Source: an optimization exercise on an open RTL-to-GDS flow (aim: small area, a short achievable clock period and few clock cycles). Production flows keep margins and buffers that such runs may drop. At most, simulation tests tie the RTL to the original design; equivalence was not proved.

==> trial 61: inputs <==
==> flow/design.v (excerpt) <==
module CVAE_top #(
    parameter ADDR_WIDTH = 16,
    parameter DATA_WIDTH = 32
)(
    input wire clk,
    input wire rst_n,
    input wire start,
    output reg finish,
    input wire [DATA_WIDTH-1:0] init_data,
    output reg sram_state_wea,
    output reg [ADDR_WIDTH-1:0] sram_state_addr,
    output wire [DATA_WIDTH-1:0] sram_state_wdata,
    output reg [ADDR_WIDTH-1:0] sram_weight_addr,
    input wire [DATA_WIDTH-1:0] sram_weight_rdata,
    output reg [ADDR_WIDTH-1:0] sram_bias_addr,
    input wire [DATA_WIDTH-1:0] sram_bias_rdata,
    output reg [5:0] seq_lens
);
    localparam PH_IDLE = 3'd0, PH_LOAD = 3'd1, PH_L2H = 3'd2, PH_NEUR = 3'd3,
               PH_TAIL = 3'd4, PH_CONF = 3'd5, PH_STATE = 3'd6, PH_DONE = 3'd7;
    localparam MS_HOLD = 3'd0, MS_X = 3'd1, MS_HA = 3'd2, MS_HB = 3'd3,
               MS_COR = 3'd5, MS_H = 3'd6;
    localparam BS_MEM = 2'd0, BS_A = 2'd1, BS_G = 2'd2;
    localparam TG_A = 2'd0, TG_B = 2'd1, TG_H = 2'd2, TG_R = 2'd3;
    reg rst_q;
    always @(posedge clk) rst_q <= rst_n;
    wire rst = !rst_q;
    reg [2:0] phase;
    reg [8:0] cnt;
    reg [4:0] j;
    reg [9:0] jx19;
    reg       cur;           
    reg [4:0] hidx;          
    reg [4:0] xidx;          
    reg [2:0] ts;            
    localparam P_HZ = 4'd0, P_IZ = 4'd1, P_TC = 4'd2, P_HR = 4'd3, P_IR = 4'd4,
  ...
export LEC_CHECK = 0
export ABC_AREA = 1
export CAP_MARGIN = 20
export CORE_MARGIN = 2
export CORE_UTILIZATION = 40
export CTS_CLUSTER_DIAMETER = 60
export CTS_CLUSTER_SIZE = 24
export SLEW_MARGIN = 20
create_clock -name core_clock -period 13.0 [get_ports {clk}]
standard.sh (not shown) runs the stock make flow with config.mk's settings and CLKGATE_MAP_FILE= SYNTH_SCRIPT=/design/flow/synth_recipe.tcl, a recipe that flattens the netlist after the stock synthesis.
==> flow/flow/run.sh <==
#!/bin/bash
# Standard layout (the standard.sh, all steps unchanged) with a larger
# setup-slack target for the resizer's repair_timing passes, so that it
# works on paths well inside the clock period. The SDC is not touched.
set -euo pipefail
bash standard.sh SETUP_SLACK_MARGIN=8.9 finish > standard_make.log 2>&1
==> build 24: changes against trial 61 <==
--- a/flow/design.v
+++ b/flow/design.v
@@ -43,15 +43,15 @@
     reg [5:0] lq;            
     reg       l2h_on;
     reg       tge2, tge43;
     reg [2:0] gcnt;
     reg       stop;
     reg [3:0] wrow;
     wire [4:0] hidx2 = hidx + 5'd2;
-    wire [4:0] hidx5 = hidx + 5'd5;
+    wire [4:0] hidx4 = hidx + 5'd4;
     reg  [4:0] xidx2;        
     reg [15:0] row;          
     reg        row_x;        
     wire [15:0] row_addr = row + {11'd0, (row_x ? xidx2 : hidx2)};
     reg [19*32-1:0] xr;
     reg [32*32-1:0] ha;
     reg [32*32-1:0] hb;
@@ -85,16 +85,16 @@
         case (phase)
         PH_L2H: begin
             if (l2h_on) begin
                 if (lq == 6'd0) begin
                     o_ms = MS_HB;
                 end else begin
                     o_valid = 1'b1; o_tg = TG_R; o_clr = (lp == 2'd0); o_bias = (lp == 2'd0);
-                    o_wa = {(11'd1347 + {6'd0, hidx5}), lp};
-                    o_ba = 16'd207 + {11'd0, hidx5};
+                    o_wa = {(11'd1347 + {6'd0, hidx4}), lp};
+                    o_ba = 16'd207 + {11'd0, hidx4};
                 end
             end
         end
         PH_NEUR: begin
             o_valid = 1'b1;
             case (part)
             P_HZ: begin
@@ -173,51 +173,44 @@
     reg        t1_valid, t2_valid, t3_valid;
     reg [2:0]  t1_ms, t2_ms;
     reg [1:0]  t1_bs, t2_bs;
     reg        t1_bias, t2_bias;
     reg [1:0]  t1_tg, t2_tg, t3_tg;
     reg        t1_clr, t2_clr, t3_clr;
     reg        t1_cun, t2_cun;
-    reg        t4_valid;
-    reg [1:0]  t4_tg;
-    reg        t4_sl, t4_sa, t4_sb, t4_sh, t4_sr;    
-    reg        t5_wa, t5_wb, t5_wh, t5_wr;           
+    reg        t4_sa, t4_sb, t4_sh, t4_sr;       
+    reg        t4_wa, t4_wb, t4_wh, t4_wr;       
     reg        t1_gzm, t2_gzm, t3_gzm;
-    reg [4:0]  t1_ev, t2_ev, t3_ev, t4_ev, t5_ev, t6_ev;    
+    reg [4:0]  t1_ev, t2_ev, t3_ev, t4_ev, t5_ev;    
     always @(posedge clk) begin
         if (rst) begin
             t1_valid <= 1'b0; t2_valid <= 1'b0; t3_valid <= 1'b0;
-            t1_ev <= 5'd0; t2_ev <= 5'd0; t3_ev <= 5'd0; t4_ev <= 5'd0; t5_ev <= 5'd0; t6_ev <= 5'd0;
-            t4_valid <= 1'b0;
-            t5_wa <= 1'b0; t5_wb <= 1'b0; t5_wh <= 1'b0; t5_wr <= 1'b0;
+            t1_ev <= 5'd0; t2_ev <= 5'd0; t3_ev <= 5'd0; t4_ev <= 5'd0; t5_ev <= 5'd0;
             t1_gzm <= 1'b0; t2_gzm <= 1'b0; t3_gzm <= 1'b0;
             t1_ms <= MS_HOLD; t2_ms <= MS_HOLD;
         end else begin
             t1_valid <= o_valid; t2_valid <= t1_valid; t3_valid <= t2_valid;
             t1_ev <= {o_cmp, o_rdn, o_hdn, o_clt, o_clu};
-            t2_ev <= t1_ev; t3_ev <= t2_ev; t4_ev <= t3_ev; t5_ev <= t4_ev; t6_ev <= t5_ev;
-            t4_valid <= t3_valid;
-            t5_wa <= t4_valid && t4_tg == TG_A;
-            t5_wb <= t4_valid && t4_tg == TG_B;
-            t5_wh <= t4_valid && t4_tg == TG_H;
-            t5_wr <= t4_valid && t4_tg == TG_R;
+            t2_ev <= t1_ev; t3_ev <= t2_ev; t4_ev <= t3_ev; t5_ev <= t4_ev;
             t1_gzm <= o_gzm; t2_gzm <= t1_gzm; t3_gzm <= t2_gzm;
             t1_ms <= o_ms; t2_ms <= t1_ms;
         end
         t1_bs <= o_bs; t2_bs <= t1_bs;
         t1_bias <= o_bias; t2_bias <= t1_bias;
         t1_tg <= o_tg; t2_tg <= t1_tg; t3_tg <= t2_tg;
         t1_clr <= o_clr; t2_clr <= t1_clr; t3_clr <= t2_clr;
         t1_cun <= o_cun; t2_cun <= t1_cun;
-        t4_tg <= t3_tg;
-        t4_sl <= !t3_clr && t4_valid && t4_tg == t3_tg && t3_tg != TG_R;
-        t4_sa <= !t3_clr && !(t4_valid && t4_tg == t3_tg) && t3_tg == TG_A;
-        t4_sb <= !t3_clr && !(t4_valid && t4_tg == t3_tg) && t3_tg == TG_B;
-        t4_sh <= !t3_clr && !(t4_valid && t4_tg == t3_tg) && t3_tg == TG_H;
+        t4_sa <= !t3_clr && t3_tg == TG_A;
+        t4_sb <= !t3_clr && t3_tg == TG_B;
+        t4_sh <= !t3_clr && t3_tg == TG_H;
         t4_sr <= !t3_clr && t3_tg == TG_R;
+        t4_wa <= t3_valid && t3_tg == TG_A;
+        t4_wb <= t3_valid && t3_tg == TG_B;
+        t4_wh <= t3_valid && t3_tg == TG_H;
+        t4_wr <= t3_valid && t3_tg == TG_R;
     end
     reg [31:0] cx, cy, cz;
     reg [5:0]  cstep;       
     reg        ctanh;
     wire [23:0] c_t24  = cz[23:0];
     wire [31:0] zm_val = {24'h010000 - cz[23:0], 8'd0};
     reg [32:0] Mr;
@@ -251,39 +244,30 @@
     reg         pc12;
     always @(posedge clk) begin
         pS <= tS[55:12];
         pC <= tC[55:12];
         pT <= tT[55:12];
         pc12 <= plo12[12];
     end
-    reg [31:0] Ls, Lc;
+    wire [31:0] acc_in = ({32{t4_sa}} & A) | ({32{t4_sb}} & B) | ({32{t4_sh}} & H) |
+                         ({32{t4_sr}} & ha_head);
     wire [23:12] l3s = pS[23:12] ^ pC[23:12] ^ pT[23:12];
     wire [23:12] l3c = (pS[23:12] & pC[23:12]) | (pT[23:12] & (pS[23:12] ^ pC[23:12]));
-    wire [13:0] l8  = {1'b0, l3s, 1'b1} + {1'b0, l3c[22:12], 1'b0, pc12};
+    wire [13:0] l12 = {1'b0, l3s, 1'b1} + {1'b0, l3c[22:12], 1'b0, pc12};
     wire [31:0] h1s = pS[55:24] ^ pC[55:24] ^ pT[55:24];
     wire [31:0] h1c = (pS[55:24] & pC[55:24]) | (pT[55:24] & (pS[55:24] ^ pC[55:24]));
     wire [31:0] h1k = {h1c[30:0], l3c[23]};
-    wire [31:0] src_s = ({32{t4_sl}} & Ls) | ({32{t4_sa}} & A) | ({32{t4_sb}} & B) |
-                        ({32{t4_sh}} & H) | ({32{t4_sr}} & ha[63:32]);
-    wire [31:0] src_c = {32{t4_sl}} & Lc;
-    wire [31:0] h2s = h1s ^ h1k ^ src_s;
-    wire [31:0] h2c = (h1s & h1k) | (src_s & (h1s ^ h1k));
-    wire [31:0] h2k = {h2c[30:0], l8[13]};
-    wire [31:0] h3s = h2s ^ h2k ^ src_c;
-    wire [31:0] h3c = (h2s & h2k) | (src_c & (h2s ^ h2k));
+    wire [31:0] q_s = h1s ^ h1k ^ acc_in;
+    wire [31:0] q_c = (h1s & h1k) | (acc_in & (h1s ^ h1k));
+    wire [31:0] acc_out = q_s + {q_c[30:0], l12[13]};
+    wire w_ring = t4_wr;
     always @(posedge clk) begin
-        Ls <= h3s;
-        Lc <= {h3c[30:0], 1'b0};
-    end
-    wire [31:0] acc_out = Ls + Lc;
-    wire w_ring = t5_wr;
-    always @(posedge clk) begin
-        if (t5_wa) A <= acc_out;
-        if (t5_wb) B <= acc_out;
-        if (t5_wh) H <= acc_out;
+        if (t4_wa) A <= acc_out;
+        if (t4_wb) B <= acc_out;
+        if (t4_wh) H <= acc_out;
     end
     wire g_cap = (phase == PH_NEUR) && ((part == P_HR && pcnt < 5'd30) || part == P_IR) && (hidx == j);
     always @(posedge clk) begin
         if (t3_gzm) G <= zm_val;
         else if (g_cap) G <= cur_head;
     end
     wire ld_x = (phase == PH_LOAD) && (cnt < 9'd19);
@@ -334,16 +318,16 @@
             cctl = {11'd0, sh, cn, cl};
         end
     endfunction
     reg [4:0]  csh;
     reg [18:0] ccon;
     reg [2:0]  ccl;       
     reg [2:0]  cdsr;      
-    wire c_ld_u = t6_ev[0];
-    wire c_ld_t = t6_ev[1];
+    wire c_ld_u = t5_ev[0];
+    wire c_ld_t = t5_ev[1];
     wire [37:0] cnext = cctl((c_ld_u || c_ld_t) ? 6'd1 : cstep + 6'd1, ctanh);
     wire cdz = cz[31];
     wire cdy = cy[31];
     reg c_np, c_rot, c_vec, c_x22;       
     reg [63:0] cnp;
     always @(*) begin
         case ({cdsr, cdz})
@@ -423,29 +407,29 @@
             if (phase == PH_IDLE) begin
                 hidx <= 5'd0; xidx <= 5'd0; xidx2 <= 5'd2;
             end else begin
                 hidx <= hidx + 5'd1;
                 xidx <= (xidx == 5'd18) ? 5'd0 : xidx + 5'd1;
                 xidx2 <= (xidx2 == 5'd18) ? 5'd0 : xidx2 + 5'd1;
             end
-            if (t6_ev[2]) begin
+            if (t5_ev[2]) begin
                 hpend <= 1'b1;
                 hslot <= (phase == PH_NEUR) ? j - 5'd1 : 5'd31;
             end else if (h_ins) hpend <= 1'b0;
             sram_state_wea <= x_ins;
             if (sram_state_wea) sram_state_addr <= sram_state_addr + 16'd1;
-            if (t6_ev[3]) begin
+            if (t5_ev[3]) begin
                 xpend <= 1'b1;
             end else if (x_ins) begin
                 xpend <= 1'b0;
                 xslot <= xslot + 4'd1;
                 xsrc <= ~xsrc;
                 wrow <= wrow + 4'd1;
             end
-            if (t6_ev[4]) begin
+            if (t5_ev[4]) begin
                 stop <= ($signed(A) < $signed(B));
                 seq_lens <= seq_lens + 6'd1;
             end
             case (phase)
             PH_IDLE: begin
                 cnt <= 9'd0;
                 sram_state_addr <= 16'd13;
@@ -463,15 +447,15 @@
                 if (l2h_on) begin
                     lq <= (lq == 6'd32) ? 6'd0 : lq + 6'd1;
                     if (lq == 6'd32) begin
                         lp <= lp + 2'd1;
                         if (lp == 2'd3) l2h_on <= 1'b0;
                     end
                 end
-                if (cnt == 9'd160) begin
+                if (cnt == 9'd159) begin
                     phase <= PH_NEUR; cnt <= 9'd0; j <= 5'd0; jx19 <= 10'd0; cur <= 1'b0;
                 end
             end
             PH_NEUR: begin
                 pcnt <= pcnt - 5'd1;
                 pfirst <= 1'b0;
                 if (plast) begin
@@ -498,22 +482,22 @@
                     end
                     endcase
                 end
             end
             PH_TAIL: begin
                 cnt <= cnt + 9'd1;
                 if (cnt == 9'd1) tge2 <= 1'b1;
-                if (cnt == 9'd43) tge43 <= 1'b1;
+                if (cnt == 9'd42) tge43 <= 1'b1;
                 case (ts)
                 3'd0, 3'd2: if (cnt >= 9'd2 && xidx2 == 5'd13) begin ts <= ts + 3'd1; gcnt <= 3'd1; end
                 3'd1, 3'd3: begin
                     gcnt <= gcnt + 3'd1;
                     if (gcnt == 3'd5) begin ts <= ts + 3'd1; row <= 16'd5369; end
                 end
-                3'd4: if (tge43) begin ts <= 3'd5; gcnt <= 3'd0; end
+                3'd4: if (cnt >= 9'd43) begin ts <= 3'd5; gcnt <= 3'd0; end
                 3'd5: if (gcnt != 3'd2) gcnt <= gcnt + 3'd1;
                       else begin
                     phase <= PH_CONF; cnt <= 9'd0; row <= 16'd5312; row_x <= 1'b0;
                 end
                 default: ;
                 endcase
             end
- CORE_UTILIZATION: 40 -> 30
==> trial 92: changes against trial 61 <==
--- a/flow/design.v
+++ b/flow/design.v
@@ -43,15 +43,15 @@
     reg [5:0] lq;            
     reg       l2h_on;
     reg       tge2, tge43;
     reg [2:0] gcnt;
     reg       stop;
     reg [3:0] wrow;
     wire [4:0] hidx2 = hidx + 5'd2;
-    wire [4:0] hidx5 = hidx + 5'd5;
+    wire [4:0] hidx4 = hidx + 5'd4;
     reg  [4:0] xidx2;        
     reg [15:0] row;          
     reg        row_x;        
     wire [15:0] row_addr = row + {11'd0, (row_x ? xidx2 : hidx2)};
     reg [19*32-1:0] xr;
     reg [32*32-1:0] ha;
     reg [32*32-1:0] hb;
@@ -85,16 +85,16 @@
         case (phase)
         PH_L2H: begin
             if (l2h_on) begin
                 if (lq == 6'd0) begin
                     o_ms = MS_HB;
                 end else begin
                     o_valid = 1'b1; o_tg = TG_R; o_clr = (lp == 2'd0); o_bias = (lp == 2'd0);
-                    o_wa = {(11'd1347 + {6'd0, hidx5}), lp};
-                    o_ba = 16'd207 + {11'd0, hidx5};
+                    o_wa = {(11'd1347 + {6'd0, hidx4}), lp};
+                    o_ba = 16'd207 + {11'd0, hidx4};
                 end
             end
         end
         PH_NEUR: begin
             o_valid = 1'b1;
             case (part)
             P_HZ: begin
@@ -173,51 +173,44 @@
     reg        t1_valid, t2_valid, t3_valid;
     reg [2:0]  t1_ms, t2_ms;
     reg [1:0]  t1_bs, t2_bs;
     reg        t1_bias, t2_bias;
     reg [1:0]  t1_tg, t2_tg, t3_tg;
     reg        t1_clr, t2_clr, t3_clr;
     reg        t1_cun, t2_cun;
-    reg        t4_valid;
-    reg [1:0]  t4_tg;
-    reg        t4_sl, t4_sa, t4_sb, t4_sh, t4_sr;    
-    reg        t5_wa, t5_wb, t5_wh, t5_wr;           
+    reg        t4_sa, t4_sb, t4_sh, t4_sr;       
+    reg        t4_wa, t4_wb, t4_wh, t4_wr;       
     reg        t1_gzm, t2_gzm, t3_gzm;
-    reg [4:0]  t1_ev, t2_ev, t3_ev, t4_ev, t5_ev, t6_ev;    
+    reg [4:0]  t1_ev, t2_ev, t3_ev, t4_ev, t5_ev;    
     always @(posedge clk) begin
         if (rst) begin
             t1_valid <= 1'b0; t2_valid <= 1'b0; t3_valid <= 1'b0;
-            t1_ev <= 5'd0; t2_ev <= 5'd0; t3_ev <= 5'd0; t4_ev <= 5'd0; t5_ev <= 5'd0; t6_ev <= 5'd0;
-            t4_valid <= 1'b0;
-            t5_wa <= 1'b0; t5_wb <= 1'b0; t5_wh <= 1'b0; t5_wr <= 1'b0;
+            t1_ev <= 5'd0; t2_ev <= 5'd0; t3_ev <= 5'd0; t4_ev <= 5'd0; t5_ev <= 5'd0;
             t1_gzm <= 1'b0; t2_gzm <= 1'b0; t3_gzm <= 1'b0;
             t1_ms <= MS_HOLD; t2_ms <= MS_HOLD;
         end else begin
             t1_valid <= o_valid; t2_valid <= t1_valid; t3_valid <= t2_valid;
             t1_ev <= {o_cmp, o_rdn, o_hdn, o_clt, o_clu};
-            t2_ev <= t1_ev; t3_ev <= t2_ev; t4_ev <= t3_ev; t5_ev <= t4_ev; t6_ev <= t5_ev;
-            t4_valid <= t3_valid;
-            t5_wa <= t4_valid && t4_tg == TG_A;
-            t5_wb <= t4_valid && t4_tg == TG_B;
-            t5_wh <= t4_valid && t4_tg == TG_H;
-            t5_wr <= t4_valid && t4_tg == TG_R;
+            t2_ev <= t1_ev; t3_ev <= t2_ev; t4_ev <= t3_ev; t5_ev <= t4_ev;
             t1_gzm <= o_gzm; t2_gzm <= t1_gzm; t3_gzm <= t2_gzm;
             t1_ms <= o_ms; t2_ms <= t1_ms;
         end
         t1_bs <= o_bs; t2_bs <= t1_bs;
         t1_bias <= o_bias; t2_bias <= t1_bias;
         t1_tg <= o_tg; t2_tg <= t1_tg; t3_tg <= t2_tg;
         t1_clr <= o_clr; t2_clr <= t1_clr; t3_clr <= t2_clr;
         t1_cun <= o_cun; t2_cun <= t1_cun;
-        t4_tg <= t3_tg;
-        t4_sl <= !t3_clr && t4_valid && t4_tg == t3_tg && t3_tg != TG_R;
-        t4_sa <= !t3_clr && !(t4_valid && t4_tg == t3_tg) && t3_tg == TG_A;
-        t4_sb <= !t3_clr && !(t4_valid && t4_tg == t3_tg) && t3_tg == TG_B;
-        t4_sh <= !t3_clr && !(t4_valid && t4_tg == t3_tg) && t3_tg == TG_H;
+        t4_sa <= !t3_clr && t3_tg == TG_A;
+        t4_sb <= !t3_clr && t3_tg == TG_B;
+        t4_sh <= !t3_clr && t3_tg == TG_H;
         t4_sr <= !t3_clr && t3_tg == TG_R;
+        t4_wa <= t3_valid && t3_tg == TG_A;
+        t4_wb <= t3_valid && t3_tg == TG_B;
+        t4_wh <= t3_valid && t3_tg == TG_H;
+        t4_wr <= t3_valid && t3_tg == TG_R;
     end
     reg [31:0] cx, cy, cz;
     reg [5:0]  cstep;       
     reg        ctanh;
     wire [23:0] c_t24  = cz[23:0];
     wire [31:0] zm_val = {24'h010000 - cz[23:0], 8'd0};
     reg [32:0] Mr;
@@ -251,39 +244,30 @@
     reg         pc12;
     always @(posedge clk) begin
         pS <= tS[55:12];
         pC <= tC[55:12];
         pT <= tT[55:12];
         pc12 <= plo12[12];
     end
-    reg [31:0] Ls, Lc;
+    wire [31:0] acc_in = ({32{t4_sa}} & A) | ({32{t4_sb}} & B) | ({32{t4_sh}} & H) |
+                         ({32{t4_sr}} & ha_head);
     wire [23:12] l3s = pS[23:12] ^ pC[23:12] ^ pT[23:12];
     wire [23:12] l3c = (pS[23:12] & pC[23:12]) | (pT[23:12] & (pS[23:12] ^ pC[23:12]));
-    wire [13:0] l8  = {1'b0, l3s, 1'b1} + {1'b0, l3c[22:12], 1'b0, pc12};
+    wire [13:0] l12 = {1'b0, l3s, 1'b1} + {1'b0, l3c[22:12], 1'b0, pc12};
     wire [31:0] h1s = pS[55:24] ^ pC[55:24] ^ pT[55:24];
     wire [31:0] h1c = (pS[55:24] & pC[55:24]) | (pT[55:24] & (pS[55:24] ^ pC[55:24]));
     wire [31:0] h1k = {h1c[30:0], l3c[23]};
-    wire [31:0] src_s = ({32{t4_sl}} & Ls) | ({32{t4_sa}} & A) | ({32{t4_sb}} & B) |
-                        ({32{t4_sh}} & H) | ({32{t4_sr}} & ha[63:32]);
-    wire [31:0] src_c = {32{t4_sl}} & Lc;
-    wire [31:0] h2s = h1s ^ h1k ^ src_s;
-    wire [31:0] h2c = (h1s & h1k) | (src_s & (h1s ^ h1k));
-    wire [31:0] h2k = {h2c[30:0], l8[13]};
-    wire [31:0] h3s = h2s ^ h2k ^ src_c;
-    wire [31:0] h3c = (h2s & h2k) | (src_c & (h2s ^ h2k));
+    wire [31:0] q_s = h1s ^ h1k ^ acc_in;
+    wire [31:0] q_c = (h1s & h1k) | (acc_in & (h1s ^ h1k));
+    wire [31:0] acc_out = q_s + {q_c[30:0], l12[13]};
+    wire w_ring = t4_wr;
     always @(posedge clk) begin
-        Ls <= h3s;
-        Lc <= {h3c[30:0], 1'b0};
-    end
-    wire [31:0] acc_out = Ls + Lc;
-    wire w_ring = t5_wr;
-    always @(posedge clk) begin
-        if (t5_wa) A <= acc_out;
-        if (t5_wb) B <= acc_out;
-        if (t5_wh) H <= acc_out;
+        if (t4_wa) A <= acc_out;
+        if (t4_wb) B <= acc_out;
+        if (t4_wh) H <= acc_out;
     end
     wire g_cap = (phase == PH_NEUR) && ((part == P_HR && pcnt < 5'd30) || part == P_IR) && (hidx == j);
     always @(posedge clk) begin
         if (t3_gzm) G <= zm_val;
         else if (g_cap) G <= cur_head;
     end
     wire ld_x = (phase == PH_LOAD) && (cnt < 9'd19);
@@ -334,16 +318,16 @@
             cctl = {11'd0, sh, cn, cl};
         end
     endfunction
     reg [4:0]  csh;
     reg [18:0] ccon;
     reg [2:0]  ccl;       
     reg [2:0]  cdsr;      
-    wire c_ld_u = t6_ev[0];
-    wire c_ld_t = t6_ev[1];
+    wire c_ld_u = t5_ev[0];
+    wire c_ld_t = t5_ev[1];
     wire [37:0] cnext = cctl((c_ld_u || c_ld_t) ? 6'd1 : cstep + 6'd1, ctanh);
     wire cdz = cz[31];
     wire cdy = cy[31];
     reg c_np, c_rot, c_vec, c_x22;       
     reg [63:0] cnp;
     always @(*) begin
         case ({cdsr, cdz})
@@ -423,29 +407,29 @@
             if (phase == PH_IDLE) begin
                 hidx <= 5'd0; xidx <= 5'd0; xidx2 <= 5'd2;
             end else begin
                 hidx <= hidx + 5'd1;
                 xidx <= (xidx == 5'd18) ? 5'd0 : xidx + 5'd1;
                 xidx2 <= (xidx2 == 5'd18) ? 5'd0 : xidx2 + 5'd1;
             end
-            if (t6_ev[2]) begin
+            if (t5_ev[2]) begin
                 hpend <= 1'b1;
                 hslot <= (phase == PH_NEUR) ? j - 5'd1 : 5'd31;
             end else if (h_ins) hpend <= 1'b0;
             sram_state_wea <= x_ins;
             if (sram_state_wea) sram_state_addr <= sram_state_addr + 16'd1;
-            if (t6_ev[3]) begin
+            if (t5_ev[3]) begin
                 xpend <= 1'b1;
             end else if (x_ins) begin
                 xpend <= 1'b0;
                 xslot <= xslot + 4'd1;
                 xsrc <= ~xsrc;
                 wrow <= wrow + 4'd1;
             end
-            if (t6_ev[4]) begin
+            if (t5_ev[4]) begin
                 stop <= ($signed(A) < $signed(B));
                 seq_lens <= seq_lens + 6'd1;
             end
             case (phase)
             PH_IDLE: begin
                 cnt <= 9'd0;
                 sram_state_addr <= 16'd13;
@@ -463,15 +447,15 @@
                 if (l2h_on) begin
                     lq <= (lq == 6'd32) ? 6'd0 : lq + 6'd1;
                     if (lq == 6'd32) begin
                         lp <= lp + 2'd1;
                         if (lp == 2'd3) l2h_on <= 1'b0;
                     end
                 end
-                if (cnt == 9'd160) begin
+                if (cnt == 9'd159) begin
                     phase <= PH_NEUR; cnt <= 9'd0; j <= 5'd0; jx19 <= 10'd0; cur <= 1'b0;
                 end
             end
             PH_NEUR: begin
                 pcnt <= pcnt - 5'd1;
                 pfirst <= 1'b0;
                 if (plast) begin
@@ -498,22 +482,22 @@
                     end
                     endcase
                 end
             end
             PH_TAIL: begin
                 cnt <= cnt + 9'd1;
                 if (cnt == 9'd1) tge2 <= 1'b1;
-                if (cnt == 9'd43) tge43 <= 1'b1;
+                if (cnt == 9'd42) tge43 <= 1'b1;
                 case (ts)
                 3'd0, 3'd2: if (cnt >= 9'd2 && xidx2 == 5'd13) begin ts <= ts + 3'd1; gcnt <= 3'd1; end
                 3'd1, 3'd3: begin
                     gcnt <= gcnt + 3'd1;
                     if (gcnt == 3'd5) begin ts <= ts + 3'd1; row <= 16'd5369; end
                 end
-                3'd4: if (tge43) begin ts <= 3'd5; gcnt <= 3'd0; end
+                3'd4: if (cnt >= 9'd43) begin ts <= 3'd5; gcnt <= 3'd0; end
                 3'd5: if (gcnt != 3'd2) gcnt <= gcnt + 3'd1;
                       else begin
                     phase <= PH_CONF; cnt <= 9'd0; row <= 16'd5312; row_x <= 1'b0;
                 end
                 default: ;
                 endcase
             end
==> impl_metrics.toml <==
[status]
status = "timing/DRC/antenna clean"

[critical_path]
r2r_cells = 16

[finish]
fin_nets = 12400
antenna-diode-count = 19
The numbers above come from build 24.

==> impl_metrics.toml <==
[status]
status = "timing/DRC/antenna clean"

[finish]
fin_nets = 12400
antenna-diode-count = 14

[critical_path]
r2r_cells = 12
The numbers above come from trial 92.

==> impl_metrics.toml <==
[status]
status = "timing/DRC/antenna clean"

[global_route]
grt_usage = 0.254

[finish]
antenna-diode-count = 13
fin_nets = 12600

[timing]
setup_viol = 0

[worst_hold_path]
hold_end = "hb[803]"
The numbers above come from trial 61.

Testbench counts of build 24, summed over its fixed seeds: cycles 9,131,180.
Testbench counts of trial 92, summed over its fixed seeds: cycles 9,131,180.
No functional check of the RTL was part of trial 61.

==> afterwards: timing with drivers on the ports <==
The flow's constraints put no driver on any port. The routed layouts listed below were extracted and timed again, unchanged, in two steps.
Step 1, drivers: a clkbuf_16 drives clk and a buf_2 each remaining input, both assumed.
Step 2 also shifts input and output timing later by t, the mid clock arrival at the registers, as if the neighbouring blocks saw the same clock.
a / b / c = ideal ports / drivers / drivers and shift; a / b = the first two.
| run | t, ns | setup WS [ns] | hold WS [ns] | slew at the worst register clock pin (ns) | cell pins on the clock port's net |
|---|---|---|---|---|---|
| trial 61 | 1.022 | 8.829 / 8.763 / 8.251 | 0.260 / 0.260 / 0.260 | 0.09 / 0.09 | 1 |
| build 24 | 0.999 | 8.792 / 8.714 / 8.248 | 0.261 / 0.261 / 0.261 | 0.10 / 0.10 | 1 |
| trial 92 | 0.994 | 8.883 / 8.784 / 8.284 | 0.283 / 0.283 / 0.283 | 0.09 / 0.09 | 1 |
After both steps setup and hold are still met in every run listed. The setup slack of trial 92, which loses most, moves by -0.099 ns with the drivers and by -0.599 ns with both steps.
